What follows belongs to an exercise in optimizing a design on an open flow for a short achievable clock period and few clock cycles; a production flow would make more cautious choices.
At most, simulation tests tie the RTL to the original design; equivalence was not proved.
No functional check of the RTL was part of run 2.
Power and IR drop assume default switching activity.

**design/flow/flow/run.sh**
```bash
#!/bin/bash
set -euo pipefail
MARGIN=${MARGIN:-8.5}
sed -e "s/SETUP_SLACK_MARGIN=[0-9.]*/SETUP_SLACK_MARGIN=${MARGIN}/" standard.sh > standard_margin.sh
grep -q "SETUP_SLACK_MARGIN=${MARGIN}" standard_margin.sh
bash standard_margin.sh > make.log 2>&1
```
**design/flow/standard.sh**
```bash
#!/bin/bash
# synth_recipe.tcl (not shown) runs the flow's synth.tcl, then flattens the netlist and writes it again
# the make line also repeats each setting of config.mk as NAME=value (left out here)
make -C /OpenROAD-flow-scripts/flow DESIGN_CONFIG=/design/flow/config.mk WORK_HOME=/design/flow/orfs CLKGATE_MAP_FILE= SYNTH_SCRIPT=/design/flow/synth_recipe.tcl "${@:-finish}"
```
**design/flow/design.v**
```verilog
module catv_riscv #(
  parameter logic [31:0] BOOT_ADDR = 32'h0000_2000
) (
  input logic         clk_i,
  input logic         rst_ni,
  output logic [31:0] insn_addr_o,
  output logic        insn_valid_o,
  input logic         insn_ready_i,
  input logic [31:0]  insn_data_i,
  input logic         insn_rvalid_i,
  output logic [31:0] data_addr_o,
  output logic        data_wen_o,
  output logic [31:0] data_wdata_o,
  input logic         data_rvalid_i,
  input logic [31:0]  data_rdata_i,
  output logic [3:0]  data_strb_o,
  output logic        data_valid_o,
  input logic         data_ready_i,
  input logic [19:0]  hartid_i
);
  localparam int CAP = 4;  
  localparam int NBTB = 8;  
  logic [31:0] fpcx_q;        
  logic [31:0] fpc;
  logic        fvalid_q;
  logic        kill_pend_q;    
  logic [31:0] pend_tgt_q;
  logic [2:0]  oq_cnt_q;
  logic [3:0]  oq_iq_cnt_q;  
  logic [31:0] oq_pc_q   [0:CAP-1];
  logic [CAP-1:0] oq_kill_q;
  logic [CAP-1:0] oq_pred_q;  
  logic [2:0]  oq_bidx_q [0:CAP-1];
  logic [NBTB-1:0] btb_v_q;
  logic [29:0] btb_tag_q [0:NBTB-1];
  logic [29:0] btb_tgt_q [0:NBTB-1];
  logic [2:0]  btb_ptr_q;
  logic [2:0]  iq_cnt_q;
  logic [31:0] iq_insn_q [0:CAP-1];
  logic [31:0] iq_pc_q   [0:CAP-1];
  logic [CAP-1:0] iq_pred_q;
  logic [2:0]  iq_bidx_q [0:CAP-1];
  logic        e_valid_q;
  logic        e_redir_done_q;
  logic [31:0] e_a_q, e_b_q, e_sdata_q, e_link_q, e_btgt_q;
  logic [4:0]  e_rd_q;
  logic        e_we_q, e_load_q, e_store_q, e_br_q, e_jal_q, e_jalr_q, e_pred_q, e_link_sel_q;
  logic [2:0]  e_f3_q;
  logic [31:0] e_pc_q;
  logic        e_bhit_q;
  logic [2:0]  e_bidx_q;
  logic        e_sub_q;
  logic        e_fn_add_q, e_fn_sll_q, e_fn_slt_q, e_fn_sltu_q, e_fn_xor_q,
               e_fn_srl_q, e_fn_or_q, e_fn_and_q, e_sra_q;
  logic        m_valid_q;
  logic [31:0] m_res_q, m_sdata_q;
  logic [4:0]  m_rd_q;
  logic        m_we_q, m_load_q, m_req_q, m_wen_q;
  logic [3:0]  m_strb_q;
  logic [2:0]  m_f3_q;
  logic        w_valid_q;
  logic [31:0] w_res_q;
  logic [4:0]  w_rd_q;
  logic        w_we_q, w_load_q;
  logic [2:0]  w_f3_q;
  logic        wb_we_q;
  logic [4:0]  wb_rd_q;
  logic [31:0] wb_val_q;
  logic [31:0] regs [1:31];
  logic w_stall, m_block, adv;
  assign w_stall = w_valid_q & w_load_q & ~data_rvalid_i;
  assign m_block = m_req_q & ~data_ready_i;
  assign adv     = ~w_stall & ~m_block;  
  logic [31:0] ir, dpc;
  logic        d_valid;
  assign ir      = iq_insn_q[0];
  assign dpc     = iq_pc_q[0];
  assign d_valid = iq_cnt_q != 3'd0;
  logic [6:0] opc;
  logic [2:0] f3;
  logic [4:0] rs1, rs2, rd;
  assign opc = ir[6:0];
  assign f3  = ir[14:12];
  assign rs1 = ir[19:15];
  assign rs2 = ir[24:20];
  assign rd  = ir[11:7];
  logic is_lui, is_auipc, is_jal, is_jalr, is_br, is_load, is_store, is_opimm, is_op;
  assign is_lui   = opc == 7'b0110111;
  assign is_auipc = opc == 7'b0010111;
  assign is_jal   = opc == 7'b1101111;
  assign is_jalr  = opc == 7'b1100111 && f3 == 3'b000;
  assign is_br    = opc == 7'b1100011 && f3 != 3'b010 && f3 != 3'b011;
  assign is_load  = opc == 7'b0000011 && f3 != 3'b011 && f3 != 3'b110 && f3 != 3'b111;
  assign is_store = opc == 7'b0100011 && (f3 == 3'b000 || f3 == 3'b001 || f3 == 3'b010);
  assign is_opimm = opc == 7'b0010011 &&
                    (f3 != 3'b001 || ir[31:26] == 6'b000000) &&
                    (f3 != 3'b101 || ir[31:26] == 6'b000000 || ir[31:26] == 6'b010000);
  assign is_op    = opc == 7'b0110011 &&
                    (ir[31:25] == 7'b0000000 ||
                     (ir[31:25] == 7'b0100000 && (f3 == 3'b000 || f3 == 3'b101)));
  logic use_rs1, use_rs2, d_we;
  assign use_rs1 = (is_jalr | is_br | is_load | is_store | is_opimm | is_op) && rs1 != 5'd0;
  assign use_rs2 = (is_br | is_store | is_op) && rs2 != 5'd0;
  assign d_we    = (is_lui | is_auipc | is_jal | is_jalr | is_load | is_opimm | is_op) &&
                   rd != 5'd0;
  logic [31:0] i_imm, s_imm, b_imm, u_imm, j_imm;
  assign i_imm = {{20{ir[31]}}, ir[31:20]};
  assign s_imm = {{20{ir[31]}}, ir[31:25], ir[11:7]};
  assign b_imm = {{19{ir[31]}}, ir[31], ir[7], ir[30:25], ir[11:8], 1'b0};
  assign u_imm = {ir[31:12], 12'b0};
  assign j_imm = {{11{ir[31]}}, ir[31], ir[19:12], ir[20], ir[30:21], 1'b0};
  logic d_pred_static, d_pred;
  assign d_pred_static = is_jal | (is_br & ir[31]);
  assign d_pred        = iq_pred_q[0] | d_pred_static;
  logic [31:0] d_tgt, d_link;
  assign d_tgt  = dpc + (is_jal ? j_imm : b_imm);
  assign d_link = dpc + 32'd4;
  logic [31:0] sum, sll_r, srl_r, alu_res, e_res;
  logic [32:0] srl_x;
  logic        eq, lt, ltu, taken;
  assign sum   = e_a_q + (e_b_q ^ {32{e_sub_q}}) + {31'b0, e_sub_q};
  assign sll_r = e_a_q << e_b_q[4:0];
  assign srl_x = $signed({e_sra_q & e_a_q[31], e_a_q}) >>> e_b_q[4:0];
  assign srl_r = srl_x[31:0];
  assign eq    = e_a_q == e_b_q;
  assign lt    = $signed(e_a_q) < $signed(e_b_q);
  assign ltu   = e_a_q < e_b_q;
  assign alu_res = ({32{e_fn_add_q}}  & sum)
                 | ({32{e_fn_sll_q}}  & sll_r)
                 | ({32{e_fn_slt_q}}  & {31'b0, lt})
                 | ({32{e_fn_sltu_q}} & {31'b0, ltu})
                 | ({32{e_fn_xor_q}}  & (e_a_q ^ e_b_q))
                 | ({32{e_fn_srl_q}}  & srl_r)
                 | ({32{e_fn_or_q}}   & (e_a_q | e_b_q))
                 | ({32{e_fn_and_q}}  & (e_a_q & e_b_q));
  assign e_res = e_link_sel_q ? e_link_q : alu_res;
  always_comb begin
    unique case (e_f3_q)
      3'b000:  taken = eq;
      3'b001:  taken = ~eq;
      3'b100:  taken = lt;
      3'b101:  taken = ~lt;
      3'b110:  taken = ltu;
      default: taken = ~ltu;
    endcase
  end
  logic e_mispred, e_redir;
  logic [31:0] e_tgt;
  assign e_mispred = e_jalr_q | (e_br_q ? (taken != e_pred_q) : (e_pred_q & ~e_jal_q));
  assign e_redir   = e_valid_q & ~e_redir_done_q & e_mispred;
  assign e_tgt     = e_jalr_q ? {sum[31:1], 1'b0} : (e_pred_q ? e_link_q : e_btgt_q);
  logic [31:0] ld_val, w_val;
  always_comb begin
    unique case (w_f3_q[1:0])
      2'b00:   ld_val = {{24{~w_f3_q[2] & data_rdata_i[7]}},  data_rdata_i[7:0]};
      2'b01:   ld_val = {{16{~w_f3_q[2] & data_rdata_i[15]}}, data_rdata_i[15:0]};
      default: ld_val = data_rdata_i;
    endcase
  end
  assign w_val = w_load_q ? ld_val : w_res_q;
  logic e_hit1, m_hit1, w_hit1, wb_hit1, e_hit2, m_hit2, w_hit2, wb_hit2;
  assign e_hit1  = e_valid_q & e_we_q & (e_rd_q == rs1);
  assign m_hit1  = m_valid_q & m_we_q & (m_rd_q == rs1);
  assign w_hit1  = w_valid_q & w_we_q & (w_rd_q == rs1);
  assign wb_hit1 = wb_we_q & (wb_rd_q == rs1);
  assign e_hit2  = e_valid_q & e_we_q & (e_rd_q == rs2);
  assign m_hit2  = m_valid_q & m_we_q & (m_rd_q == rs2);
  assign w_hit2  = w_valid_q & w_we_q & (w_rd_q == rs2);
  assign wb_hit2 = wb_we_q & (wb_rd_q == rs2);
  logic [31:0] rf1, rf2, rv1, rv2;
  assign rf1 = (rs1 == 5'd0) ? 32'b0 : regs[rs1];
  assign rf2 = (rs2 == 5'd0) ? 32'b0 : regs[rs2];
  assign rv1 = (rs1 == 5'd0) ? 32'b0 : e_hit1 ? e_res : m_hit1 ? m_res_q :
               w_hit1 ? w_val : wb_hit1 ? wb_val_q : rf1;
  assign rv2 = (rs2 == 5'd0) ? 32'b0 : e_hit2 ? e_res : m_hit2 ? m_res_q :
               w_hit2 ? w_val : wb_hit2 ? wb_val_q : rf2;
  logic hazard;
  assign hazard = (use_rs1 & ((e_hit1 & e_load_q) | (m_hit1 & m_load_q))) |
                  (use_rs2 & ((e_hit2 & e_load_q) | (m_hit2 & m_load_q)));
  logic d_fire0, d_fire;
  assign d_fire0 = d_valid & ~hazard & adv;
  assign d_fire  = d_fire0 & ~e_redir;
  logic [31:0] d_a, d_b;
  always_comb begin
    d_a = rv1;
    if (is_lui)   d_a = 32'b0;
    if (is_auipc) d_a = dpc;
    d_b = rv2;
    if (is_opimm | is_load | is_jalr) d_b = i_imm;
    if (is_store)                     d_b = s_imm;
    if (is_lui | is_auipc)            d_b = u_imm;
  end
  logic fn_add, fn_sll, fn_slt, fn_sltu, fn_xor, fn_srl, fn_or, fn_and, d_sub, d_sra;
  logic alu_f3;
  assign alu_f3  = is_opimm | is_op;
  assign fn_add  = ~alu_f3 | f3 == 3'b000;
  assign fn_sll  = alu_f3 & f3 == 3'b001;
  assign fn_slt  = alu_f3 & f3 == 3'b010;
  assign fn_sltu = alu_f3 & f3 == 3'b011;
  assign fn_xor  = alu_f3 & f3 == 3'b100;
  assign fn_srl  = alu_f3 & f3 == 3'b101;
  assign fn_or   = alu_f3 & f3 == 3'b110;
  assign fn_and  = alu_f3 & f3 == 3'b111;
  assign d_sub   = is_op & f3 == 3'b000 & ir[30];
  assign d_sra   = ir[30];
  logic [31:0] ain, apc;
  logic        a_jal, a_br, a_static, a_redir;
  assign ain      = insn_data_i;
  assign apc      = oq_pc_q[0];
  assign a_jal    = ain[6:0] == 7'b1101111;
  assign a_br     = ain[6:0] == 7'b1100011 && ain[14:13] != 2'b01;
  assign a_static = a_jal | (a_br & ain[31]);
  assign a_redir  = resp_keep0 & ~oq_pred_q[0] & a_static & ~e_redir;
  logic [13:0] a_blo;
  logic [21:0] a_jlo;
  logic [18:0] a_bup;
  logic [10:0] a_jup;
  logic [31:0] a_tgt;
  assign a_blo = {1'b0, apc[12:0]} +
                 {1'b0, ain[31], ain[7], ain[30:25], ain[11:8], 1'b0};
  assign a_jlo = {1'b0, apc[20:0]} +
                 {1'b0, ain[31], ain[19:12], ain[20], ain[30:21], 1'b0};
  assign a_bup = (ain[31] ^ a_blo[13]) ? (ain[31] ? apc[31:13] - 19'd1 : apc[31:13] + 19'd1)
                                       : apc[31:13];
  assign a_jup = (ain[31] ^ a_jlo[21]) ? (ain[31] ? apc[31:21] - 11'd1 : apc[31:21] + 11'd1)
                                       : apc[31:21];
  assign a_tgt = a_jal ? {a_jup, a_jlo[20:0]} : {a_bup, a_blo[12:0]};
  logic        acc, redir;
  logic [31:0] tgt;
  assign acc   = fvalid_q & insn_ready_i;
  assign redir = e_redir | a_redir;
  assign tgt   = e_redir ? e_tgt : a_tgt;
  assign fpc          = fpcx_q ^ BOOT_ADDR;
  assign insn_addr_o  = fpc;
  assign insn_valid_o = fvalid_q;
  logic            btb_hit;
  logic [NBTB-1:0] btb_match;
  logic [29:0]     btb_pred_tgt;
  logic [2:0]      btb_hidx;
  always_comb begin
    btb_pred_tgt = '0;
    btb_hidx     = '0;
    for (int i = 0; i < NBTB; i++) begin
      btb_match[i] = btb_v_q[i] && btb_tag_q[i] == fpc[31:2];
      btb_pred_tgt = btb_pred_tgt | ({30{btb_match[i]}} & btb_tgt_q[i]);
      btb_hidx     = btb_hidx | ({3{btb_match[i]}} & 3'(i));
    end
    btb_hit = |btb_match;
  end
  logic e_taken_ctl, btb_ins_d, btb_del_d, btb_ins, btb_del;
  logic [2:0]  btb_uidx_q;
  logic [29:0] btb_upc_q, btb_utgt_q;
  assign e_taken_ctl = e_jal_q | (e_br_q & taken);
  assign btb_ins_d = e_valid_q & ~e_redir_done_q & e_taken_ctl & ~e_bhit_q;
  assign btb_del_d = e_valid_q & ~e_redir_done_q & e_bhit_q & ~e_taken_ctl;
  always_ff @(posedge clk_i, negedge rst_ni) begin : btb_upd
    if (!rst_ni) begin
      btb_ins <= 1'b0;
      btb_del <= 1'b0;
    end else begin
      btb_ins <= btb_ins_d;
      btb_del <= btb_del_d;
    end
  end : btb_upd
  always_ff @(posedge clk_i) begin : btb_upd_data
    btb_uidx_q <= e_bidx_q;
    btb_upc_q  <= e_pc_q[31:2];
    btb_utgt_q <= e_btgt_q[31:2];
  end : btb_upd_data
  always_ff @(posedge clk_i, negedge rst_ni) begin : btb_ctrl
    if (!rst_ni) begin
      btb_v_q   <= '0;
      btb_ptr_q <= '0;
    end else begin
      if (btb_ins) begin
        btb_v_q[btb_ptr_q] <= 1'b1;
        btb_ptr_q          <= btb_ptr_q + 3'd1;
      end else if (btb_del) begin
        btb_v_q[btb_uidx_q] <= 1'b0;
      end
    end
  end : btb_ctrl
  always_ff @(posedge clk_i) begin : btb_data
    if (btb_ins) begin
      btb_tag_q[btb_ptr_q] <= btb_upc_q;
      btb_tgt_q[btb_ptr_q] <= btb_utgt_q;
    end
  end : btb_data
  logic resp, resp_keep0;
  assign resp      = insn_rvalid_i;
  assign resp_keep0 = resp & ~oq_kill_q[0];
  logic [2:0] oq_cnt_d, iq_cnt_d;
  always_comb begin
    oq_cnt_d = oq_cnt_q + {2'b0, acc} - {2'b0, resp};
    if (e_redir)      iq_cnt_d = 3'd0;
    else               iq_cnt_d = iq_cnt_q + {2'b0, resp_keep0} - {2'b0, d_fire0};
  end
  always_ff @(posedge clk_i, negedge rst_ni) begin : fetch
    if (!rst_ni) begin
      fpcx_q      <= '0;
      fvalid_q    <= 1'b0;
      oq_iq_cnt_q <= 4'd0;
      kill_pend_q <= 1'b0;
      pend_tgt_q  <= '0;
      oq_cnt_q    <= 3'd0;
      oq_kill_q   <= '0;
      oq_pred_q   <= '0;
      iq_pred_q   <= '0;
      iq_cnt_q    <= 3'd0;
    end else begin
      fvalid_q <= (fvalid_q & ~insn_ready_i) | (oq_iq_cnt_q + {3'b0, acc} < CAP);
      if (e_redir)       oq_iq_cnt_q <= {1'b0, oq_cnt_d};
      else               oq_iq_cnt_q <= {1'b0, oq_cnt_d} + {1'b0, iq_cnt_q} +
                                        {3'b0, resp_keep0} - {3'b0, d_fire0};
      if (redir) begin
        if (fvalid_q & ~insn_ready_i) begin
          kill_pend_q <= 1'b1;
          pend_tgt_q  <= tgt;
        end else begin
          kill_pend_q <= 1'b0;
          fpcx_q      <= tgt ^ BOOT_ADDR;
        end
      end else if (acc) begin
        kill_pend_q <= 1'b0;
        fpcx_q      <= (kill_pend_q ? pend_tgt_q :
                        btb_hit ? {btb_pred_tgt, 2'b00} : fpc + 32'd4) ^ BOOT_ADDR;
      end
      oq_cnt_q <= oq_cnt_d;
      for (int i = 0; i < CAP; i++) begin
        logic [2:0] n;
        logic       k;
        n = resp ? oq_cnt_q - 3'd1 : oq_cnt_q;  
        if (resp) k = (i < CAP - 1) ? oq_kill_q[i+1] : 1'b0;
        else      k = oq_kill_q[i];
        if (acc && n == 3'(i)) k = redir | kill_pend_q;
        if (redir) k = 1'b1;
        oq_kill_q[i] <= k;
        if (resp) oq_pred_q[i] <= (i < CAP - 1) ? oq_pred_q[i+1] : 1'b0;
        if (acc && n == 3'(i)) oq_pred_q[i] <= btb_hit & ~kill_pend_q;
      end
      iq_cnt_q <= iq_cnt_d;
      for (int i = 0; i < CAP; i++) begin
        if (d_fire0) begin
          if (3'(i + 1) < iq_cnt_q) iq_pred_q[i] <= (i < CAP - 1) ? iq_pred_q[i+1] : oq_pred_q[0];
          else                      iq_pred_q[i] <= oq_pred_q[0];
        end else if (3'(i) >= iq_cnt_q) begin
          iq_pred_q[i] <= oq_pred_q[0];
        end
      end
    end
  end : fetch
  always_ff @(posedge clk_i) begin : fetch_data
    for (int i = 0; i < CAP; i++) begin
      logic [2:0] n;
      n = resp ? oq_cnt_q - 3'd1 : oq_cnt_q;
      if (resp) begin
        oq_pc_q[i]   <= (i < CAP - 1) ? oq_pc_q[i+1] : fpc;
        oq_bidx_q[i] <= (i < CAP - 1) ? oq_bidx_q[i+1] : btb_hidx;
      end
      if (acc && n == 3'(i)) begin
        oq_pc_q[i]   <= fpc;
        oq_bidx_q[i] <= btb_hidx;
      end
    end
    for (int i = 0; i < CAP; i++) begin
      if (d_fire0) begin
        if (3'(i + 1) < iq_cnt_q) begin
          iq_insn_q[i] <= (i < CAP - 1) ? iq_insn_q[i+1] : insn_data_i;
          iq_pc_q[i]   <= (i < CAP - 1) ? iq_pc_q[i+1]   : oq_pc_q[0];
          iq_bidx_q[i] <= (i < CAP - 1) ? iq_bidx_q[i+1] : oq_bidx_q[0];
        end else begin
          iq_bidx_q[i] <= oq_bidx_q[0];
          iq_insn_q[i] <= insn_data_i;
          iq_pc_q[i]   <= oq_pc_q[0];
        end
      end else if (3'(i) >= iq_cnt_q) begin
        iq_bidx_q[i] <= oq_bidx_q[0];
        iq_insn_q[i] <= insn_data_i;
        iq_pc_q[i]   <= oq_pc_q[0];
      end
    end
  end : fetch_data
  always_ff @(posedge clk_i, negedge rst_ni) begin : pipe_ctrl
    if (!rst_ni) begin
      e_valid_q      <= 1'b0;
      e_redir_done_q <= 1'b0;
      e_we_q         <= 1'b0;
      e_load_q       <= 1'b0;
      e_store_q      <= 1'b0;
      e_br_q         <= 1'b0;
      e_jalr_q       <= 1'b0;
      e_jal_q        <= 1'b0;
      e_pred_q       <= 1'b0;
      e_bhit_q       <= 1'b0;
      e_rd_q         <= 5'd0;
      m_valid_q      <= 1'b0;
      m_we_q         <= 1'b0;
      m_load_q       <= 1'b0;
      m_req_q        <= 1'b0;
      m_rd_q         <= 5'd0;
      w_valid_q      <= 1'b0;
      w_we_q         <= 1'b0;
      w_load_q       <= 1'b0;
      w_rd_q         <= 5'd0;
      wb_we_q        <= 1'b0;
      wb_rd_q        <= 5'd0;
    end else begin
      if (adv) begin
        e_valid_q      <= d_fire;
        e_redir_done_q <= 1'b0;
        e_we_q         <= d_fire0 & d_we;
        e_load_q       <= d_fire0 & is_load;
        e_store_q      <= d_fire0 & is_store;
        e_br_q         <= d_fire0 & is_br;
        e_jalr_q       <= d_fire0 & is_jalr;
        e_jal_q        <= d_fire0 & is_jal;
        e_pred_q       <= d_fire0 & d_pred;
        e_bhit_q       <= d_fire0 & iq_pred_q[0];
        e_rd_q         <= rd;
      end else if (e_redir) begin
        e_redir_done_q <= 1'b1;
      end
      if (adv) begin
        m_valid_q <= e_valid_q;
        m_we_q    <= e_valid_q & e_we_q;
        m_load_q  <= e_valid_q & e_load_q;
        m_req_q   <= e_valid_q & (e_load_q | e_store_q);
        m_rd_q    <= e_rd_q;
      end else if (data_ready_i) begin
        m_req_q   <= 1'b0;
      end
      if (!w_stall) begin
        w_valid_q <= m_valid_q & ~m_block;
        w_we_q    <= m_we_q & ~m_block;
        w_load_q  <= m_load_q & ~m_block;
        w_rd_q    <= m_rd_q;
      end
      wb_we_q <= w_valid_q & w_we_q & ~w_stall;
      wb_rd_q <= w_rd_q;
    end
  end : pipe_ctrl
  always_ff @(posedge clk_i) begin : pipe_data
    if (adv) begin
      e_a_q        <= d_a;
      e_b_q        <= d_b;
      e_sdata_q    <= rv2;
      e_link_q     <= d_link;
      e_btgt_q     <= d_tgt;
      e_pc_q       <= dpc;
      e_bidx_q     <= iq_bidx_q[0];
      e_f3_q       <= f3;
      e_sub_q      <= d_sub;
      e_sra_q      <= d_sra;
      e_link_sel_q <= is_jal | is_jalr;
      e_fn_add_q   <= fn_add;
      e_fn_sll_q   <= fn_sll;
      e_fn_slt_q   <= fn_slt;
      e_fn_sltu_q  <= fn_sltu;
      e_fn_xor_q   <= fn_xor;
      e_fn_srl_q   <= fn_srl;
      e_fn_or_q    <= fn_or;
      e_fn_and_q   <= fn_and;
      m_res_q   <= e_res;
      m_sdata_q <= e_sdata_q;
      m_wen_q   <= e_store_q;
      m_f3_q    <= e_f3_q;
      m_strb_q  <= e_f3_q[1] ? 4'b1111 : (e_f3_q[0] ? 4'b0011 : 4'b0001);
    end
    if (!w_stall) begin
      w_res_q <= m_res_q;
      w_f3_q  <= m_f3_q;
    end
    wb_val_q <= w_val;
  end : pipe_data
  assign data_addr_o  = m_res_q;
  assign data_wdata_o = m_sdata_q;
  assign data_wen_o   = m_wen_q;
  assign data_strb_o  = m_strb_q;
  assign data_valid_o = m_req_q;
  always_ff @(posedge clk_i, negedge rst_ni) begin : gpr
    if (!rst_ni) begin
      for (int i = 1; i < 32; i++) regs[i] <= 32'b0;
    end else begin
      if (wb_we_q) regs[wb_rd_q] <= wb_val_q;
    end
  end : gpr
endmodule  
```
**design/flow/constraint.sdc**
```tcl
create_clock -name core_clock -period 12.5 [get_ports {clk_i}]
set_input_delay 2.5000 -clock core_clock [delete_from_list [all_inputs] [get_ports {clk_i}]]
set_output_delay 2.5000 -clock core_clock [all_outputs]
set_load 0.01 [all_outputs]
```
**design/flow/config.mk**
```make
export PLATFORM = sky130hd
export DESIGN_NAME = catv_riscv
export DESIGN_NICKNAME = catv_riscv
export VERILOG_FILES = /design/flow/design.v
export SDC_FILE = /design/flow/constraint.sdc
export NUM_CORES = 4
export LEC_CHECK = 0
export ABC_CLOCK_PERIOD_IN_PS = 2500
export CAP_MARGIN = 20
export CORE_MARGIN = 2
export CORE_UTILIZATION = 35
export SETUP_SLACK_MARGIN = 5
export SLEW_MARGIN = 20
```
==> impl_metrics.env, run 1 <==
export IMPL_power_leakage_nw=61.58
export IMPL_yosysUniqueCellTypes=97
export IMPL_synth_top_area_share=0.2986
export IMPL_layout_nets=10810
export IMPL_num_vias=100300
export IMPL_max_stage_delay_ps=630
export IMPL_areaGrowthSynthToFinish_pct=24.41
export IMPL_cp_buffers_inverters=3
export IMPL_seq_power_share=0.349
export IMPL_grt_max_degree=180
export IMPL_clock_path_buffers=4
export IMPL_skew_ps=85.44
export IMPL_htreeDepth=5
export IMPL_drtAntennaViolNets=0
export IMPL_cts_sinks=2425
export IMPL_max_cap_viol_count=0
export IMPL_ys_ff_latch=2425
export IMPL_power_frac_comb=0.420
export IMPL_swShare=0.4063
export IMPL_path_clk_slew_ps=60
export IMPL_status="complete, no violations"
export IMPL_internal_power_mw=21.21
export IMPL_fin_setup_tns_ps=0
export IMPL_wl_per_cell_um=37.07
export IMPL_p_total_mw=35.73
export IMPL_yosysSeqAreaShare=0.5492
export IMPL_io_buffer_count=171
export IMPL_cts_root_buf="clkbuf_16"
export IMPL_syn_avg_cell_area_um2=12.20
export IMPL_cts_buffers=275
export IMPL_ys_flop_type="edfxtp_1"
export IMPL_grt_usage=0.3081
export IMPL_netlist_instances=9878
export IMPL_first_pass_iters=12
export IMPL_post_route_min_period_ps=4843
export IMPL_routed_wl_um=567800
export IMPL_drc_errors=0
export IMPL_die_height_um=590.9
export IMPL_grt_overflow=0
export IMPL_met2_usage=0.4470
export IMPL_relSlewSlack=0.1811
export IMPL_cp_end_kind="flip-flop"
export IMPL_synth_area_leader_cell="edfxtp_1"
export IMPL_cts_hold_buffers=0
export IMPL_synth_edf_count=1199
export IMPL_dp_hpwl_um=327000
export IMPL_syn_num_nets=10200
export IMPL_layout_drive_gt1_share=0.3461
export IMPL_grtUsageMet1=0.3709
export IMPL_setup_viol=0
export IMPL_syn_area_mm2=0.1206
export IMPL_start_kind="flip-flop"
export IMPL_hold_ws_ps=339.9
export IMPL_routed_via_density=6.550
export IMPL_fin_crit_sh=0.3875
export IMPL_cp_arrival_ps=5670
export IMPL_worst_slack_ps=7657
export IMPL_power_switching_mw=14.52
export IMPL_dr_first_iter_drc_count=17400
export IMPL_clk_latency_ps=960
export IMPL_tightest_slew_ps=1217
export IMPL_hold_path_class="reg2reg"
export IMPL_synthTopCellsByArea="edfxtp_1 (30%), dfrtp_1 (23%), mux2_2 (12%)"
export IMPL_gr_usage_met3=0.1055
export IMPL_cp_required_ps=13320
export IMPL_max_freq_mhz=206.5
export IMPL_chipWidth_um=590.9
export IMPL_gp_congestion=0.9810
export IMPL_synth_most_common_cell="mux2_2"
export IMPL_cts_tree="yes"
export IMPL_ioPinCount=193
export IMPL_grt_antenna_before_repair=43
export IMPL_synth_common_cells="mux2_2 (1,331), edfxtp_1 (1,199), dfrtp_1 (1,131)"
export IMPL_die_area_mm2=0.3492
export IMPL_start_util=0.3515
export IMPL_power_density_mw_per_mm2=238.2
export IMPL_grt_setup_unrepaired="true"
export IMPL_grt_busiest_layer="met2"
export IMPL_slew_viol_final=0
export IMPL_rows=215
export IMPL_ys_warn_count=7
export IMPL_place_ws_ps=5408
export IMPL_grt_pass1_vias=94180
export IMPL_grt_pass1_wl_um=759500
export IMPL_crit_type="reg2reg"
export IMPL_cp_top_family="compound AO/OA/AOI/OAI gates"
export IMPL_async_flop_share=0.4664
export IMPL_worst_path_max_fanout=4
export IMPL_cp_slowest_cell="a2111oi_0"
export IMPL_worstPathCellList="inv_2 -> ha_4 -> or4_4 -> or4_4 -> nor3_4 -> xnor2_1 -> a22o_1 -> a21oi_2 -> o311a_4 -> a311o_2 -> buf_12 -> buf_12 -> a2111oi_0 -> a31o_4 -> a211o_1"
export IMPL_ir_drop_mv=0.1735
export IMPL_pwr_share_clk=0.231
export IMPL_fp_coreArea_mm2=0.3430
export IMPL_final_hold_viol_count=0
==> worst reg2reg max path, cell delays in order (launching register included) <==
cell,delay (ps)
edfxtp_1,530
inv_2,160
ha_4,210
or4_4,600
or4_4,600
nor3_4,270
xnor2_1,170
a22o_1,180
a21oi_2,60
o311a_4,390
a311o_2,390
buf_12,140
buf_12,130
a2111oi_0,630
a31o_4,170
a211o_1,90
==> logic make-up after synthesis <==
family                     synth area share
buffers and inverters               0.03320
adders and majority gates           0.02439
and+or+nand+nor                     0.07873
xor gates and xnor gates            0.03327
AOI/OAI and AO/OA                    0.1375
DFF                                  0.5492
muxes                                0.1436
other                            0.00003111
==> layer usage <==
layer	vias to the layer above	share of wire
li1	39030	-
met4	22	0.10
met1	50250	0.35
met3	2707	0.13
met2	8332	0.42
met5	-	0.00080
==> path summary, 6_finish.rpt <==
| path | from | endpoint | slack [ps] | cells after the start |
|---|---|---|---|---|
| max | e_b_q[30] | fpcx_q[30] | 7660 | 15 |
| min | e_pc_q[14] | btb_upc_q[12] | 340 | 0 |
| max reg2reg | e_b_q[30] | fpcx_q[30] | 7660 | 15 |
| min reg2reg | e_pc_q[14] | btb_upc_q[12] | 340 | 0 |
| max in group asynchronous | rst_ni | fpcx_q[6] | 8700 | 3 |
| min in group asynchronous | rst_ni | regs[29][4] | 1530 | 1 |
==> power groups by stage <==
stage	registers [mW]	clock network (mW)	logic [mW]
6_report	12.5	8.24	15.0
5_1_grt	12.6	8.58	15.3
4_1_cts	12.4	8.25	13.2
3_5_place_dp	12.7	0	10.7
3_3_place_gp	12.7	0	10.6
2_1_floorplan	11.5	0	6.76
==> metrics by stage <==
step / std cells / utilization / instance area, µm²
after floorplan: 9878 / - / 122400
after global placement: 14100 / 0.3759 / 128900
after detailed placement: 14100 / 0.3759 / 128900
after CTS: 15080 / 0.4256 / 146000
after global routing: 15280 / 0.4370 / 149900
final: 15320 / 0.4373 / 150000
==> cell type report <==
class	count	area (µm²)
antenna	52	130.1
clock buffer	384	7814
clock inverter	118	1179
fill	30810	193000
inverter	205	857.1
multi-input combinational	6461	56470
sequential	2425	66280
tap	4557	5702
timing repair buffer	1117	11550
timing repair inverter	1	7.507
==> timing repair <==
action,4_1_cts,5_1_grt
pin swaps,237,211
gates cloned,46,21
gates resized for setup,1424,487
endpoints found under the setup margin,1320,701
hold endpoints to repair,0,0
setup buffers,426,170
==> sequential cells by signal, indices dropped and copies added (netlist names), 128 cells and up <==
name       count
regs         992
btb_tag_q    240
oq_pc_q      128
iq_insn_q    128
btb_tgt_q    240
iq_pc_q      128
==> placed cells by master (no fill, tap or decap), types with 49 or more instances in the layout <==
master	count
xnor2_1	298
dfxtp_1	78
ha_1	184
and3_1	80
a22o_1	86
nand2_1	483
o21ai_1	66
buf_12	119
o21ai_0	205
mux2_2	1185
dfrtp_1	1100
clkbuf_1	68
a21oi_1	248
xor2_1	140
buf_2	71
or3_1	49
buf_4	604
mux4_2	63
a211oi_1	56
diode_2	52
nor2_1	390
nand3_1	150
a222oi_1	62
a22oi_1	816
mux2_4	146
clkbuf_16	297
buf_6	203
mux2i_1	82
nand4_1	221
o211ai_1	75
edfxtp_1	1199
a21oi_2	50
a21o_1	54
nor3_1	75
a221oi_1	59
inv_1	176
and2_4	60
Testbench counts, summed over its fixed seeds: cycles 116,906.
==> run 2: changes to the inputs <==
--- a/design/flow/design.v
+++ b/design/flow/design.v
@@ -118,3 +118,2 @@
   logic [31:0] sum, sll_r, srl_r, alu_res, e_res;
-  logic [32:0] srl_x;
   logic        eq, lt, ltu, taken;
@@ -122,4 +121,3 @@
   assign sll_r = e_a_q << e_b_q[4:0];
-  assign srl_x = $signed({e_sra_q & e_a_q[31], e_a_q}) >>> e_b_q[4:0];
-  assign srl_r = srl_x[31:0];
+  assign srl_r = $unsigned($signed({e_sra_q & e_a_q[31], e_a_q}) >>> e_b_q[4:0]);
   assign eq    = e_a_q == e_b_q;
==> run 2 against run 1 <==
Clock power fell by 0.6%. Final cell count fell by 1.3%. Design area fell by 1.6%. Global-route usage fell by 0.61 points. Sequential power barely moved. Critical path type is now in2reg. First-iteration DRC count rose by 0.44%. Worst hold slack got worse by 44 ps. Highest routed layer unchanged. Wire length fell by 2.9%. Clock-buffer cell count fell by 15.
==> impl_metrics.env, run 2 <==
export IMPL_final_hold_viol_count=0
export IMPL_grt_antenna_before_repair=47
export IMPL_power_leakage_nw=60.32
export IMPL_ys_warn_count=7
export IMPL_power_frac_comb=0.415
export IMPL_synth_edf_count=1199
export IMPL_place_ws_ps=4301
export IMPL_p_total_mw=35.16
export IMPL_max_stage_delay_ps=380
export IMPL_synth_area_leader_cell="edfxtp_1"
export IMPL_layout_drive_gt1_share=0.3321
export IMPL_final_cell_mix="mux2_2 (1,253), edfxtp_1 (1,199), dfrtp_1 (1,113)"
export IMPL_async_flop_share=0.4664
export IMPL_cp_arrival_ps=5640
export IMPL_gp_congestion=0.9923
export IMPL_nFillCells=31140
export IMPL_yosysUniqueCellTypes=100
export IMPL_skew_ps=69.74
export IMPL_synthTopCellsByArea="edfxtp_1 (30%), dfrtp_1 (24%), mux2_2 (13%)"
export IMPL_multiInputGateArea_mm2=0.05539
export IMPL_die_area_mm2=0.3488
export IMPL_largest_reg_flops=992
export IMPL_regMostFlops="regs"
export IMPL_swShare=0.4044
export IMPL_syn_area_mm2=0.1204
export IMPL_post_route_min_period_ps=4834
export IMPL_slew_viol_final=0
export IMPL_cp_slowest_cell="o41a_1"
export IMPL_yosysSeqAreaShare=0.5498
export IMPL_cts_root_buf="clkbuf_16"
export IMPL_routed_via_density=6.521
export IMPL_max_cap_viol_count=0
export IMPL_areaGrowthSynthToFinish_pct=22.52
export IMPL_grt_max_degree=192
export IMPL_synth_top_area_share=0.2990
export IMPL_first_pass_iters=17
export IMPL_relSlewSlack=0.1774
export IMPL_start_kind="input port"
export IMPL_ir_drop_mv=0.1911
export IMPL_seq_power_share=0.352
export IMPL_dr_first_iter_drc_count=17470
export IMPL_cts_tree="yes"
export IMPL_worst_path_max_fanout=5
export IMPL_htreeDepth=5
export IMPL_fin_crit_sh=0.3867
export IMPL_io_buffer_count=171
export IMPL_ioPinCount=193
export IMPL_power_switching_mw=14.22
export IMPL_layout_nets=10640
export IMPL_grt_usage=0.3020
export IMPL_fin_setup_tns_ps=0
export IMPL_grt_pass1_vias=93400
export IMPL_netlist_instances=9856
export IMPL_routed_wl_um=551400
export IMPL_status="complete, no violations"
export IMPL_clock_path_buffers=4
export IMPL_max_freq_mhz=206.9
export IMPL_internal_power_mw=20.94
export IMPL_path_clk_slew_ps=60
export IMPL_clk_latency_ps=950
export IMPL_chipWidth_um=590.6
export IMPL_dp_hpwl_um=317000
export IMPL_tightest_slew_ps=1234
export IMPL_drtAntennaViolNets=0
export IMPL_rows=215
export IMPL_fp_coreArea_mm2=0.3427
export IMPL_cts_buffers=274
export IMPL_ys_ff_latch=2425
export IMPL_num_vias=98570
export IMPL_synth_most_common_cell="mux2_2"
export IMPL_syn_num_nets=10180
export IMPL_grt_pass1_wl_um=746200
export IMPL_worst_slack_ps=7666
export IMPL_ff_latch_area_mm2=0.06626
export IMPL_syn_avg_cell_area_um2=12.22
export IMPL_crit_type="in2reg"
export IMPL_reg_top3="regs x992, btb_tag_q x240, btb_tgt_q x240"
export IMPL_grt_setup_unrepaired="true"
export IMPL_drc_errors=0
export IMPL_die_height_um=590.6
export IMPL_cp_end_kind="flip-flop"
export IMPL_ys_flop_type="edfxtp_1"
export IMPL_cp_required_ps=13300
export IMPL_worstPathCellList="clkbuf_4 -> ha_4 -> o21ai_2 -> a21oi_4 -> o31a_1 -> o41a_1 -> a41o_1 -> a2111oi_4 -> buf_6 -> o21a_4 -> nor2_4 -> a221oi_4 -> mux2i_1 -> o211ai_1"
export IMPL_pwr_share_clk=0.233
export IMPL_cts_sinks=2425
export IMPL_synth_common_cells="mux2_2 (1,341), edfxtp_1 (1,199), dfrtp_1 (1,131)"
export IMPL_hold_path_class="reg2reg"
export IMPL_start_util=0.3514
export IMPL_wl_per_cell_um=36.48
export IMPL_power_density_mw_per_mm2=238.3
export IMPL_setup_viol=0
export IMPL_grt_overflow=0
export IMPL_final_common_cell="mux2_2"
-- run 2: what timing repair did --
action / CTS / global route
setup buffers: 340 / 135
resized for setup: 1382 / 418
gates cloned: 43 / 14
hold buffers: 0 / 0
pin swaps: 149 / 199
endpoints found under the setup margin: 1549 / 851
-- run 2: power by group through the flow --
stage	Sequential [mW]	Clock [mW]	Combinational [mW]
finish	12.4	8.19	14.6
global route	12.5	8.52	14.9
CTS	12.3	8.20	13.0
detailed placement	12.6	0	10.6
global placement	12.6	0	10.5
floorplan	11.5	0	6.62
-- run 2: layer usage --
layer / GRT usage / wire, µm
met5: 0.004926 / 375
met4: 0.2238 / 52250
met2: 0.4398 / 230500
met3: 0.1116 / 74180
met1: 0.3644 / 194100
-- run 2: cell families after synthesis --
group / Yosys count / share of synthesized area
multiplexers: 1501 / 0.1458
AO/OA/AOI/OAI: 2279 / 0.1335
AND/OR/NAND/NOR: 1944 / 0.07813
adder cells (fa/ha/maj): 229 / 0.02442
XOR/XNOR: 459 / 0.03338
buffers and inverters: 1018 / 0.03498
other: 1 / 0.00003114
flip-flops: 2425 / 0.5498
-- run 2: path summary, 6_finish.rpt --
path	from	endpoint	slack [ps]	cells past startpoint
setup / recovery	insn_data_i[24]	fpcx_q[22]	7670	14
hold / removal	e_pc_q[26]	btb_upc_q[24]	300	0
setup reg to reg	e_b_q[4]	fpcx_q[28]	8100	20
hold reg to reg	e_pc_q[26]	btb_upc_q[24]	300	0
max in group asynchronous	rst_ni	regs[29][16]	8760	4
min in group asynchronous	rst_ni	regs[5][0]	1690	2
-- run 2: through the flow --
stage                     hold WS [ps]  area (µm²)  instances  utilization
after floorplan                  323.3      121700       9856            -
after global placement           324.7      128000      14060       0.3736
after detailed placement         326.9      128000      14070       0.3736
after CTS                        291.1      144100      14940       0.4204
after global routing             316.4      147500      15100       0.4304
final                            296.0      147600      15120       0.4305
-- run 2: area by class of cell --
| type | instances | area share |
|---|---|---|
| diodes | 24 | 0.0004070 |
| clock buffers | 369 | 0.05130 |
| clock inverters | 125 | 0.009192 |
| inverters | 209 | 0.005978 |
| multi-input cells | 6437 | 0.3754 |
| flip-flops and latches | 2425 | 0.4491 |
| well taps | 4557 | 0.03864 |
| repair buffers | 967 | 0.06966 |
| repair inverters | 3 | 0.0003307 |
-- run 2: worst max-delay path: cells and delay by family --
| family | cells | cell delay [ps] |
|---|---|---|
| AOI/OAI and AO/OA | 9 | 2260 |
| adders and majority gates | 1 | 270 |
| buffers and inverters | 2 | 350 |
| and+or+nand+nor | 1 | 70 |
| muxes | 1 | 160 |
==> run 3: changes to the inputs <==
--- a/design/flow/design.v
+++ b/design/flow/design.v
@@ -23,2 +23,5 @@
   logic [31:0] fpcx_q;        
+  logic [31:0] fpo_q;         
+  logic [31:0] fpc_n;
+  logic        kill_pend_n;
   logic [31:0] fpc;
@@ -26,3 +29,2 @@
   logic        kill_pend_q;    
-  logic [31:0] pend_tgt_q;
   logic [2:0]  oq_cnt_q;
@@ -38,2 +40,3 @@
   logic [2:0]  iq_cnt_q;
+  logic [1:0]  iq_head_q, iq_tail_q;
   logic [31:0] iq_insn_q [0:CAP-1];
@@ -44,3 +47,3 @@
   logic        e_redir_done_q;
-  logic [31:0] e_a_q, e_b_q, e_sdata_q, e_link_q, e_btgt_q;
+  logic [31:0] e_a_q, e_b_q, e_sdata_q, e_link_q;
   logic [4:0]  e_rd_q;
@@ -48,2 +51,3 @@
   logic [2:0]  e_f3_q;
+  logic        e_ceq_q, e_clt_q, e_cltu_q, e_kx_q, e_npm_q;
   logic [31:0] e_pc_q;
@@ -56,2 +60,3 @@
   logic [31:0] m_res_q, m_sdata_q;
+  logic [31:0] m_addr_q;  
   logic [4:0]  m_rd_q;
@@ -73,7 +78,14 @@
   assign adv     = ~w_stall & ~m_block;  
+  logic        resp, resp_keep0;
+  assign resp       = insn_rvalid_i;
+  assign resp_keep0 = resp & ~oq_kill_q[0];
   logic [31:0] ir, dpc;
-  logic        d_valid;
-  assign ir      = iq_insn_q[0];
-  assign dpc     = iq_pc_q[0];
-  assign d_valid = iq_cnt_q != 3'd0;
+  logic        d_valid, iq_empty, d_bpred;
+  logic [2:0]  d_bidx;
+  assign iq_empty = iq_cnt_q == 3'd0;
+  assign ir       = iq_empty ? insn_data_i  : iq_insn_q[iq_head_q];
+  assign dpc      = iq_empty ? oq_pc_q[0]   : iq_pc_q[iq_head_q];
+  assign d_bpred  = iq_empty ? oq_pred_q[0] : iq_pred_q[iq_head_q];
+  assign d_bidx   = iq_empty ? oq_bidx_q[0] : iq_bidx_q[iq_head_q];
+  assign d_valid  = ~iq_empty | resp_keep0;
   logic [6:0] opc;
@@ -113,14 +125,27 @@
   assign d_pred_static = is_jal | (is_br & ir[31]);
-  assign d_pred        = iq_pred_q[0] | d_pred_static;
-  logic [31:0] d_tgt, d_link;
-  assign d_tgt  = dpc + (is_jal ? j_imm : b_imm);
+  assign d_pred        = d_bpred | d_pred_static;
+  logic [31:0] d_imm, d_link, e_imm_q, e_btgt;
+  assign d_imm  = is_jal ? j_imm : b_imm;
   assign d_link = dpc + 32'd4;
+  logic [4:0]  e_pa_q, e_pb_q, e_ps_q;
+  logic [31:0] ea, eb, esd, wb2_val_q;
+  function automatic logic [31:0] fwd(input logic [4:0] p, input logic [31:0] r,
+                                      input logic [31:0] m, input logic [31:0] w,
+                                      input logic [31:0] wb, input logic [31:0] wb2);
+    fwd = ({32{p[0]}} & r) | ({32{p[1]}} & m) | ({32{p[2]}} & w) |
+          ({32{p[3]}} & wb) | ({32{p[4]}} & wb2);
+  endfunction
+  assign ea  = fwd(e_pa_q, e_a_q,     m_res_q, w_res_q, wb_val_q, wb2_val_q);
+  assign eb  = fwd(e_pb_q, e_b_q,     m_res_q, w_res_q, wb_val_q, wb2_val_q);
+  assign esd = fwd(e_ps_q, e_sdata_q, m_res_q, w_res_q, wb_val_q, wb2_val_q);
   logic [31:0] sum, sll_r, srl_r, alu_res, e_res;
+  logic [32:0] srl_x;
   logic        eq, lt, ltu, taken;
-  assign sum   = e_a_q + (e_b_q ^ {32{e_sub_q}}) + {31'b0, e_sub_q};
-  assign sll_r = e_a_q << e_b_q[4:0];
-  assign srl_r = $unsigned($signed({e_sra_q & e_a_q[31], e_a_q}) >>> e_b_q[4:0]);
-  assign eq    = e_a_q == e_b_q;
-  assign lt    = $signed(e_a_q) < $signed(e_b_q);
-  assign ltu   = e_a_q < e_b_q;
+  assign sum   = ea + (eb ^ {32{e_sub_q}}) + {31'b0, e_sub_q};
+  assign sll_r = ea << eb[4:0];
+  assign srl_x = $signed({e_sra_q & ea[31], ea}) >>> eb[4:0];
+  assign srl_r = srl_x[31:0];
+  assign eq    = ea == eb;
+  assign lt    = $signed(ea) < $signed(eb);
+  assign ltu   = ea < eb;
   assign alu_res = ({32{e_fn_add_q}}  & sum)
@@ -129,6 +154,6 @@
                  | ({32{e_fn_sltu_q}} & {31'b0, ltu})
-                 | ({32{e_fn_xor_q}}  & (e_a_q ^ e_b_q))
+                 | ({32{e_fn_xor_q}}  & (ea ^ eb))
                  | ({32{e_fn_srl_q}}  & srl_r)
-                 | ({32{e_fn_or_q}}   & (e_a_q | e_b_q))
-                 | ({32{e_fn_and_q}}  & (e_a_q & e_b_q));
+                 | ({32{e_fn_or_q}}   & (ea | eb))
+                 | ({32{e_fn_and_q}}  & (ea & eb));
   assign e_res = e_link_sel_q ? e_link_q : alu_res;
@@ -146,5 +171,7 @@
   logic [31:0] e_tgt;
-  assign e_mispred = e_jalr_q | (e_br_q ? (taken != e_pred_q) : (e_pred_q & ~e_jal_q));
+  assign e_mispred = e_jalr_q | e_npm_q | (e_ceq_q & (eq ^ e_kx_q)) |
+                     (e_clt_q & (lt ^ e_kx_q)) | (e_cltu_q & (ltu ^ e_kx_q));
   assign e_redir   = e_valid_q & ~e_redir_done_q & e_mispred;
-  assign e_tgt     = e_jalr_q ? {sum[31:1], 1'b0} : (e_pred_q ? e_link_q : e_btgt_q);
+  assign e_btgt    = e_pc_q + e_imm_q;
+  assign e_tgt     = e_jalr_q ? {sum[31:1], 1'b0} : (e_pred_q ? e_link_q : e_btgt);
   logic [31:0] ld_val, w_val;
@@ -158,21 +185,27 @@
   assign w_val = w_load_q ? ld_val : w_res_q;
-  logic e_hit1, m_hit1, w_hit1, wb_hit1, e_hit2, m_hit2, w_hit2, wb_hit2;
-  assign e_hit1  = e_valid_q & e_we_q & (e_rd_q == rs1);
-  assign m_hit1  = m_valid_q & m_we_q & (m_rd_q == rs1);
-  assign w_hit1  = w_valid_q & w_we_q & (w_rd_q == rs1);
-  assign wb_hit1 = wb_we_q & (wb_rd_q == rs1);
-  assign e_hit2  = e_valid_q & e_we_q & (e_rd_q == rs2);
-  assign m_hit2  = m_valid_q & m_we_q & (m_rd_q == rs2);
-  assign w_hit2  = w_valid_q & w_we_q & (w_rd_q == rs2);
-  assign wb_hit2 = wb_we_q & (wb_rd_q == rs2);
-  logic [31:0] rf1, rf2, rv1, rv2;
-  assign rf1 = (rs1 == 5'd0) ? 32'b0 : regs[rs1];
-  assign rf2 = (rs2 == 5'd0) ? 32'b0 : regs[rs2];
-  assign rv1 = (rs1 == 5'd0) ? 32'b0 : e_hit1 ? e_res : m_hit1 ? m_res_q :
-               w_hit1 ? w_val : wb_hit1 ? wb_val_q : rf1;
-  assign rv2 = (rs2 == 5'd0) ? 32'b0 : e_hit2 ? e_res : m_hit2 ? m_res_q :
-               w_hit2 ? w_val : wb_hit2 ? wb_val_q : rf2;
+  logic m_hit1, w_hit1, wb_hit1, x_hit1, m_hit2, w_hit2, wb_hit2, x_hit2;
+  assign m_hit1  = e_valid_q & e_we_q & (e_rd_q == rs1);
+  assign w_hit1  = m_valid_q & m_we_q & (m_rd_q == rs1);
+  assign wb_hit1 = w_valid_q & w_we_q & (w_rd_q == rs1);
+  assign x_hit1  = wb_we_q & (wb_rd_q == rs1);
+  assign m_hit2  = e_valid_q & e_we_q & (e_rd_q == rs2);
+  assign w_hit2  = m_valid_q & m_we_q & (m_rd_q == rs2);
+  assign wb_hit2 = w_valid_q & w_we_q & (w_rd_q == rs2);
+  assign x_hit2  = wb_we_q & (wb_rd_q == rs2);
+  logic [4:0] p1, p2;
+  assign p1 = ~use_rs1 ? 5'b00001 : m_hit1 ? 5'b00010 : w_hit1 ? 5'b00100 :
+              wb_hit1 ? 5'b01000 : x_hit1 ? 5'b10000 : 5'b00001;
+  assign p2 = ~use_rs2 ? 5'b00001 : m_hit2 ? 5'b00010 : w_hit2 ? 5'b00100 :
+              wb_hit2 ? 5'b01000 : x_hit2 ? 5'b10000 : 5'b00001;
+  logic [31:0] rf1, rf2;
+  always_comb begin
+    rf1 = 32'b0;
+    rf2 = 32'b0;
+    for (int i = 1; i < 32; i++) begin
+      rf1 = rf1 | ({32{rs1 == 5'(i)}} & regs[i]);
+      rf2 = rf2 | ({32{rs2 == 5'(i)}} & regs[i]);
+    end
+  end
   logic hazard;
-  assign hazard = (use_rs1 & ((e_hit1 & e_load_q) | (m_hit1 & m_load_q))) |
-                  (use_rs2 & ((e_hit2 & e_load_q) | (m_hit2 & m_load_q)));
+  assign hazard = ((m_hit1 | m_hit2) & e_load_q) | ((w_hit1 | w_hit2) & m_load_q);
   logic d_fire0, d_fire;
@@ -181,7 +214,11 @@
   logic [31:0] d_a, d_b;
+  logic [4:0]  d_pa, d_pb, d_ps;
   always_comb begin
-    d_a = rv1;
+    d_a  = rf1;
+    d_pa = p1;
     if (is_lui)   d_a = 32'b0;
     if (is_auipc) d_a = dpc;
-    d_b = rv2;
+    d_b  = rf2;
+    d_pb = p2;
+    d_ps = p2;
     if (is_opimm | is_load | is_jalr) d_b = i_imm;
@@ -189,2 +226,4 @@
     if (is_lui | is_auipc)            d_b = u_imm;
+    if (!(is_op | is_br))             d_pb = 5'b00001;
+    if (!is_store)                    d_ps = 5'b00001;
   end
@@ -216,6 +255,25 @@
   logic [31:0] a_tgt;
-  assign a_blo = {1'b0, apc[12:0]} +
-                 {1'b0, ain[31], ain[7], ain[30:25], ain[11:8], 1'b0};
-  assign a_jlo = {1'b0, apc[20:0]} +
-                 {1'b0, ain[31], ain[19:12], ain[20], ain[30:21], 1'b0};
+  function automatic logic [21:0] add21(input logic [20:0] x, input logic [20:0] y);
+    logic [20:0] g, p, gg, pp, g2, p2;
+    g  = x & y;
+    p  = x ^ y;
+    gg = g;
+    pp = p;
+    for (int d = 1; d < 21; d = d * 2) begin
+      g2 = gg;
+      p2 = pp;
+      for (int i = d; i < 21; i++) begin
+        g2[i] = gg[i] | (pp[i] & gg[i-d]);
+        p2[i] = pp[i] & pp[i-d];
+      end
+      gg = g2;
+      pp = p2;
+    end
+    add21 = {gg[20], p ^ {gg[19:0], 1'b0}};
+  endfunction
+  logic [21:0] a_bsum;
+  assign a_bsum = add21({8'b0, apc[12:0]},
+                        {8'b0, ain[31], ain[7], ain[30:25], ain[11:8], 1'b0});
+  assign a_blo  = a_bsum[13:0];
+  assign a_jlo  = add21(apc[20:0], {ain[31], ain[19:12], ain[20], ain[30:21], 1'b0});
   assign a_bup = (ain[31] ^ a_blo[13]) ? (ain[31] ? apc[31:13] - 19'd1 : apc[31:13] + 19'd1)
@@ -231,3 +289,16 @@
   assign fpc          = fpcx_q ^ BOOT_ADDR;
-  assign insn_addr_o  = fpc;
+  assign insn_addr_o  = fpo_q;
+  logic        f_hold;
+  logic [31:0] fpc_a;
+  assign f_hold = fvalid_q & ~insn_ready_i;  
+  always_comb begin
+    fpc_a = fpc;
+    if (a_redir)                 fpc_a = a_tgt;
+    else if (acc & ~kill_pend_q) fpc_a = btb_hit ? {btb_pred_tgt, 2'b00} : fpc + 32'd4;
+    fpc_n = e_redir ? e_tgt : fpc_a;
+    kill_pend_n = redir ? f_hold : (acc ? 1'b0 : kill_pend_q);
+  end
+  always_ff @(posedge clk_i) begin : fetch_port
+    if (!f_hold) fpo_q <= fpc_n;  
+  end : fetch_port
   assign insn_valid_o = fvalid_q;
@@ -265,3 +336,3 @@
     btb_upc_q  <= e_pc_q[31:2];
-    btb_utgt_q <= e_btgt_q[31:2];
+    btb_utgt_q <= e_btgt[31:2];
   end : btb_upd_data
@@ -286,5 +357,2 @@
   end : btb_data
-  logic resp, resp_keep0;
-  assign resp      = insn_rvalid_i;
-  assign resp_keep0 = resp & ~oq_kill_q[0];
   logic [2:0] oq_cnt_d, iq_cnt_d;
@@ -293,3 +361,4 @@
     if (e_redir)      iq_cnt_d = 3'd0;
-    else               iq_cnt_d = iq_cnt_q + {2'b0, resp_keep0} - {2'b0, d_fire0};
+    else if (d_fire0) iq_cnt_d = iq_cnt_q + {2'b0, resp_keep0} - 3'd1;
+    else              iq_cnt_d = iq_cnt_q + {2'b0, resp_keep0};
   end
@@ -301,3 +370,2 @@
       kill_pend_q <= 1'b0;
-      pend_tgt_q  <= '0;
       oq_cnt_q    <= 3'd0;
@@ -307,2 +375,4 @@
       iq_cnt_q    <= 3'd0;
+      iq_head_q   <= 2'd0;
+      iq_tail_q   <= 2'd0;
     end else begin
@@ -310,17 +380,8 @@
       if (e_redir)       oq_iq_cnt_q <= {1'b0, oq_cnt_d};
+      else if (d_fire0)  oq_iq_cnt_q <= {1'b0, oq_cnt_d} + {1'b0, iq_cnt_q} +
+                                        {3'b0, resp_keep0} - 4'd1;
       else               oq_iq_cnt_q <= {1'b0, oq_cnt_d} + {1'b0, iq_cnt_q} +
-                                        {3'b0, resp_keep0} - {3'b0, d_fire0};
-      if (redir) begin
-        if (fvalid_q & ~insn_ready_i) begin
-          kill_pend_q <= 1'b1;
-          pend_tgt_q  <= tgt;
-        end else begin
-          kill_pend_q <= 1'b0;
-          fpcx_q      <= tgt ^ BOOT_ADDR;
-        end
-      end else if (acc) begin
-        kill_pend_q <= 1'b0;
-        fpcx_q      <= (kill_pend_q ? pend_tgt_q :
-                        btb_hit ? {btb_pred_tgt, 2'b00} : fpc + 32'd4) ^ BOOT_ADDR;
-      end
+                                        {3'b0, resp_keep0};
+      fpcx_q      <= fpc_n ^ BOOT_ADDR;
+      kill_pend_q <= kill_pend_n;
       oq_cnt_q <= oq_cnt_d;
@@ -339,10 +400,9 @@
       iq_cnt_q <= iq_cnt_d;
-      for (int i = 0; i < CAP; i++) begin
-        if (d_fire0) begin
-          if (3'(i + 1) < iq_cnt_q) iq_pred_q[i] <= (i < CAP - 1) ? iq_pred_q[i+1] : oq_pred_q[0];
-          else                      iq_pred_q[i] <= oq_pred_q[0];
-        end else if (3'(i) >= iq_cnt_q) begin
-          iq_pred_q[i] <= oq_pred_q[0];
-        end
+      if (e_redir) begin
+        iq_head_q <= iq_tail_q;
+      end else begin
+        if (resp_keep0 & ~(iq_empty & d_fire0)) iq_tail_q <= iq_tail_q + 2'd1;
+        if (~iq_empty & d_fire0)                iq_head_q <= iq_head_q + 2'd1;
       end
+      if (resp) iq_pred_q[iq_tail_q] <= oq_pred_q[0];
     end
@@ -354,3 +414,3 @@
       if (resp) begin
-        oq_pc_q[i]   <= (i < CAP - 1) ? oq_pc_q[i+1] : fpc;
+        oq_pc_q[i]   <= (i < CAP - 1) ? oq_pc_q[i+1] : fpo_q;
         oq_bidx_q[i] <= (i < CAP - 1) ? oq_bidx_q[i+1] : btb_hidx;
@@ -358,3 +418,3 @@
       if (acc && n == 3'(i)) begin
-        oq_pc_q[i]   <= fpc;
+        oq_pc_q[i]   <= fpo_q;
         oq_bidx_q[i] <= btb_hidx;
@@ -362,18 +422,6 @@
     end
-    for (int i = 0; i < CAP; i++) begin
-      if (d_fire0) begin
-        if (3'(i + 1) < iq_cnt_q) begin
-          iq_insn_q[i] <= (i < CAP - 1) ? iq_insn_q[i+1] : insn_data_i;
-          iq_pc_q[i]   <= (i < CAP - 1) ? iq_pc_q[i+1]   : oq_pc_q[0];
-          iq_bidx_q[i] <= (i < CAP - 1) ? iq_bidx_q[i+1] : oq_bidx_q[0];
-        end else begin
-          iq_bidx_q[i] <= oq_bidx_q[0];
-          iq_insn_q[i] <= insn_data_i;
-          iq_pc_q[i]   <= oq_pc_q[0];
-        end
-      end else if (3'(i) >= iq_cnt_q) begin
-        iq_bidx_q[i] <= oq_bidx_q[0];
-        iq_insn_q[i] <= insn_data_i;
-        iq_pc_q[i]   <= oq_pc_q[0];
-      end
+    if (resp) begin
+      iq_insn_q[iq_tail_q] <= insn_data_i;
+      iq_pc_q[iq_tail_q]   <= oq_pc_q[0];
+      iq_bidx_q[iq_tail_q] <= oq_bidx_q[0];
     end
@@ -391,2 +439,7 @@
       e_pred_q       <= 1'b0;
+      e_ceq_q        <= 1'b0;
+      e_clt_q        <= 1'b0;
+      e_cltu_q       <= 1'b0;
+      e_kx_q         <= 1'b0;
+      e_npm_q        <= 1'b0;
       e_bhit_q       <= 1'b0;
@@ -415,3 +468,8 @@
         e_pred_q       <= d_fire0 & d_pred;
-        e_bhit_q       <= d_fire0 & iq_pred_q[0];
+        e_ceq_q        <= d_fire0 & is_br & (f3[2:1] == 2'b00);
+        e_clt_q        <= d_fire0 & is_br & (f3[2:1] == 2'b10);
+        e_cltu_q       <= d_fire0 & is_br & (f3[2:1] == 2'b11);
+        e_kx_q         <= f3[0] ^ d_pred;
+        e_npm_q        <= d_fire0 & d_pred & ~is_br & ~is_jal;
+        e_bhit_q       <= d_fire0 & d_bpred;
         e_rd_q         <= rd;
@@ -443,7 +501,10 @@
       e_b_q        <= d_b;
-      e_sdata_q    <= rv2;
+      e_sdata_q    <= rf2;
+      e_pa_q       <= d_pa;
+      e_pb_q       <= d_pb;
+      e_ps_q       <= d_ps;
       e_link_q     <= d_link;
-      e_btgt_q     <= d_tgt;
+      e_imm_q      <= d_imm;
       e_pc_q       <= dpc;
-      e_bidx_q     <= iq_bidx_q[0];
+      e_bidx_q     <= d_bidx;
       e_f3_q       <= f3;
@@ -461,3 +522,4 @@
       m_res_q   <= e_res;
-      m_sdata_q <= e_sdata_q;
+      if (e_valid_q & (e_load_q | e_store_q)) m_addr_q <= sum;
+      m_sdata_q <= esd;
       m_wen_q   <= e_store_q;
@@ -470,5 +532,14 @@
     end
-    wb_val_q <= w_val;
+    wb_val_q  <= w_val;
+    wb2_val_q <= wb_val_q;
+    if (!adv) begin
+      e_a_q     <= ea;
+      e_b_q     <= eb;
+      e_sdata_q <= esd;
+      e_pa_q    <= 5'b00001;
+      e_pb_q    <= 5'b00001;
+      e_ps_q    <= 5'b00001;
+    end
   end : pipe_data
-  assign data_addr_o  = m_res_q;
+  assign data_addr_o  = m_addr_q;
   assign data_wdata_o = m_sdata_q;
--- a/design/flow/config.mk
+++ b/design/flow/config.mk
@@ -8,6 +8,8 @@
 export ABC_CLOCK_PERIOD_IN_PS = 2500
-export CAP_MARGIN = 20
+export CAP_MARGIN = 35
+export CELL_PAD_IN_SITES_DETAIL_PLACEMENT = 1
 export CORE_MARGIN = 2
 export CORE_UTILIZATION = 35
+export PLACE_DENSITY = 0.5
 export SETUP_SLACK_MARGIN = 5
-export SLEW_MARGIN = 20
+export SLEW_MARGIN = 35
==> run 3 against run 2 <==
Wire length is 21% higher. Critical path depth unchanged. Utilization increased by 3.0 points. Synthesized area rose by 0.74%. Combinational power rose by 12%. Worst setup slack worse by 71 ps. Global-route usage rose by 6.4 points. Flip-flop and latch count is 76 higher. Register-to-register slack got worse by 430 ps. First-iteration DRC count decreased by 7.0%. Sequential power is essentially flat. Non-clock buffer count increased by 597. Critical endpoint is now fpo_q[31]. Highest routed layer unchanged.
==> impl_metrics.env, run 3 <==
export IMPL_fp_coreArea_mm2=0.3457
export IMPL_routed_via_density=6.680
export IMPL_cts_tree="yes"
export IMPL_grt_pass1_wl_um=890000
export IMPL_cp_slowest_cell="or4_1"
export IMPL_die_height_um=592.7
export IMPL_ff_latch_area_mm2=0.06725
export IMPL_grt_usage=0.3658
export IMPL_power_leakage_nw=64.39
export IMPL_io_buffer_count=171
export IMPL_gp_congestion=0.9914
export IMPL_setup_viol=0
export IMPL_ys_flop_type="edfxtp_1"
export IMPL_yosysSeqAreaShare=0.5537
export IMPL_areaGrowthSynthToFinish_pct=31.36
export IMPL_fin_setup_tns_ps=0
export IMPL_fin_crit_sh=0.3924
export IMPL_dr_first_iter_drc_count=16250
export IMPL_post_route_min_period_ps=4905
export IMPL_synthTopCellsByArea="edfxtp_1 (29%), dfrtp_1 (23%), mux2_2 (11%)"
export IMPL_layout_nets=11320
export IMPL_nFillCells=34940
export IMPL_placed_cells=14240
export IMPL_die_area_mm2=0.3513
export IMPL_max_stage_delay_ps=500
export IMPL_drtAntennaViolNets=0
export IMPL_dpl_instance_area_mm2=0.1307
export IMPL_final_hold_viol_count=0
export IMPL_worst_slack_ps=7595
export IMPL_first_pass_iters=14
export IMPL_slew_viol_final=0
export IMPL_netlist_instances=9865
export IMPL_synth_edf_count=1155
export IMPL_wl_per_cell_um=42.13
export IMPL_hold_path_class="reg2reg"
export IMPL_grt_overflow=0
export IMPL_cp_arrival_ps=5580
export IMPL_reg_top3="regs x992, btb_tag_q x240, btb_tgt_q x240"
export IMPL_grt_pass1_vias=103700
export IMPL_r2r_slack_ps=7670
export IMPL_start_util=0.3510
export IMPL_layout_drive_gt1_share=0.3816
export IMPL_crit_type="in2reg"
export IMPL_synth_area_leader_cell="edfxtp_1"
export IMPL_ys_ff_latch=2501
export IMPL_relSlewSlack=0.2708
export IMPL_cp_buffers_inverters=3
export IMPL_ys_warn_count=4
export IMPL_power_density_mw_per_mm2=234.3
export IMPL_final_common_cell="edfxtp_1"
export IMPL_critical_path_most_common_cell="buf_4"
export IMPL_synth_top_area_share=0.2859
export IMPL_worstPathCellList="buf_4 -> ha_4 -> o21a_1 -> o211ai_1 -> a211o_1 -> nand4_1 -> buf_4 -> a21oi_4 -> nor3_1 -> buf_4 -> or4_1 -> nand4_1 -> nand3_1 -> a221o_2"
export IMPL_synth_most_common_cell="edfxtp_1"
export IMPL_cts_hold_buffers=0
export IMPL_clk_latency_ps=1020
export IMPL_largest_reg_flops=992
export IMPL_final_area_mm2=0.1594
export IMPL_cts_root_buf="clkbuf_16"
export IMPL_max_cap_viol_count=0
export IMPL_ioPinCount=193
export IMPL_synth_common_cells="edfxtp_1 (1,155), mux2_2 (1,147), dfrtp_1 (1,108)"
export IMPL_clock_path_buffers=4
export IMPL_regMostFlops="regs"
export IMPL_skew_ps=83.03
export IMPL_path_clk_slew_ps=60
export IMPL_num_vias=105900
export IMPL_cp_required_ps=13180
export IMPL_final_cell_mix="edfxtp_1 (1,155), mux2_2 (1,111), dfrtp_1 (1,089)"
export IMPL_ir_drop_mv=0.1358
export IMPL_cp_end_kind="flip-flop"
export IMPL_cts_sinks=2501
export IMPL_syn_area_mm2=0.1213
export IMPL_multiInputGateArea_mm2=0.05755
export IMPL_cp_top_family="compound AO/OA/AOI/OAI gates"
export IMPL_grt_max_degree=171
export IMPL_tightest_slew_ps=1082
export IMPL_drc_errors=0
export IMPL_grt_setup_unrepaired="true"
export IMPL_async_flop_share=0.4430
export IMPL_routed_wl_um=667800
export IMPL_rows=216
export IMPL_chipWidth_um=592.7
export IMPL_cts_buffers=289
export IMPL_layoutNonFillerInstCount=15850
export IMPL_syn_avg_cell_area_um2=12.30
export IMPL_syn_num_nets=10190
export IMPL_max_freq_mhz=203.9
export IMPL_grt_antenna_before_repair=69
export IMPL_yosysUniqueCellTypes=109
export IMPL_dp_hpwl_um=388600
export IMPL_status="complete, no violations"
export IMPL_place_ws_ps=4958
export IMPL_start_kind="input port"
export IMPL_worst_path_max_fanout=6
export IMPL_htreeDepth=5
## run 3: cell count changes after synthesis, moves of 57 or more
cell	previous run	this run
mux2_2	1341	1147
o21ai_0	369	200
dfxtp_1	95	238
nand2_1	581	715
a222oi_1	90	199
a22o_1	57	136
nor2_1	447	372
mux2i_1	92	163
a221oi_1	66	134
o211ai_1	104	44
a22oi_1	795	738
## run 3: cells by family (layout without fill, tap and decap cells)
family                     count (synthesis)  count (layout)  synth area share
xor gates and xnor gates                 447             447           0.03227
DFF                                     2501            2501            0.5537
other                                      1              56        0.00003091
muxes                                   1384            1384            0.1334
and+or+nand+nor                         2015            2023           0.08129
AOI/OAI and AO/OA                       2339            2339            0.1425
buffers and inverters                    945            2290           0.03218
adders and majority gates                233             233           0.02459
## run 3: power by group
part           switching, mW  total (mW)  internal [mW]
clock                   3.70        8.72           5.02
combinational           10.4        16.3           5.91
sequential              1.78        12.3           10.5
total                   15.9        37.3           21.4
## run 3: area by class of cell
cell class,instances,area share
Sequential cell,2501,0.4220
Multi-Input combinational cell,6427,0.3611
Timing Repair Buffer,1564,0.1153
Clock buffer,404,0.05142
Tap cell,4578,0.03594
Clock inverter,109,0.007679
Inverter,212,0.005520
Antenna cell,55,0.0008637
Timing Repair inverter,1,0.0001021
## run 3: worst paths after layout
kind	startpoint	end	cells after the start
min in group asynchronous	rst_ni	regs[13][3]	1
worst min register to register	e_bidx_q[0]	btb_uidx_q[0]	0
max in group asynchronous	rst_ni	regs[2][20]	5
worst max-delay path	insn_data_i[27]	fpo_q[31]	14
worst min-delay path	e_bidx_q[0]	btb_uidx_q[0]	0
worst max register to register	e_pb_q[1]	fpo_q[23]	16
## run 3: per-layer routing
| layer | global-route usage | vias up | wire length (µm) |
|---|---|---|---|
| met5 | 0.0008117 | - | 356 |
| met3 | 0.1169 | 3072 | 76680 |
| met4 | 0.3224 | 28 | 73050 |
| li1 | - | 40450 | - |
| met2 | 0.5422 | 8142 | 284400 |
| met1 | 0.4260 | 54180 | 233200 |
## run 3: stage by stage
| step | util | hold WS (ps) | total power [mW] |
|---|---|---|---|
| floorplan | - | 323.3 | 17.73 |
| global placement | 0.3767 | 330.4 | 23.75 |
| detailed placement | 0.3782 | 331.1 | 24.04 |
| CTS | 0.4460 | 344.7 | 35.55 |
| global route | 0.4607 | 359.3 | 37.86 |
| finish | 0.4610 | 342.3 | 37.34 |
## run 3: timing repair
item,4_1_cts,5_1_grt
pin swaps,481,380
endpoints found under the setup margin,863,525
endpoints found under the hold margin,0,0
buffers inserted,681,273
gates cloned,66,12
gates resized for setup,2023,508
Testbench counts of run 3, summed over its fixed seeds: cycles 112,634.

Check on run 3: ideal ports give 7.595 ns setup slack; a clkbuf_16 on the clock port and buf_2 on the inputs give 7.559 ns; moving port delays by the midpoint clock arrival (1.071 ns) as well gives 6.487 ns.
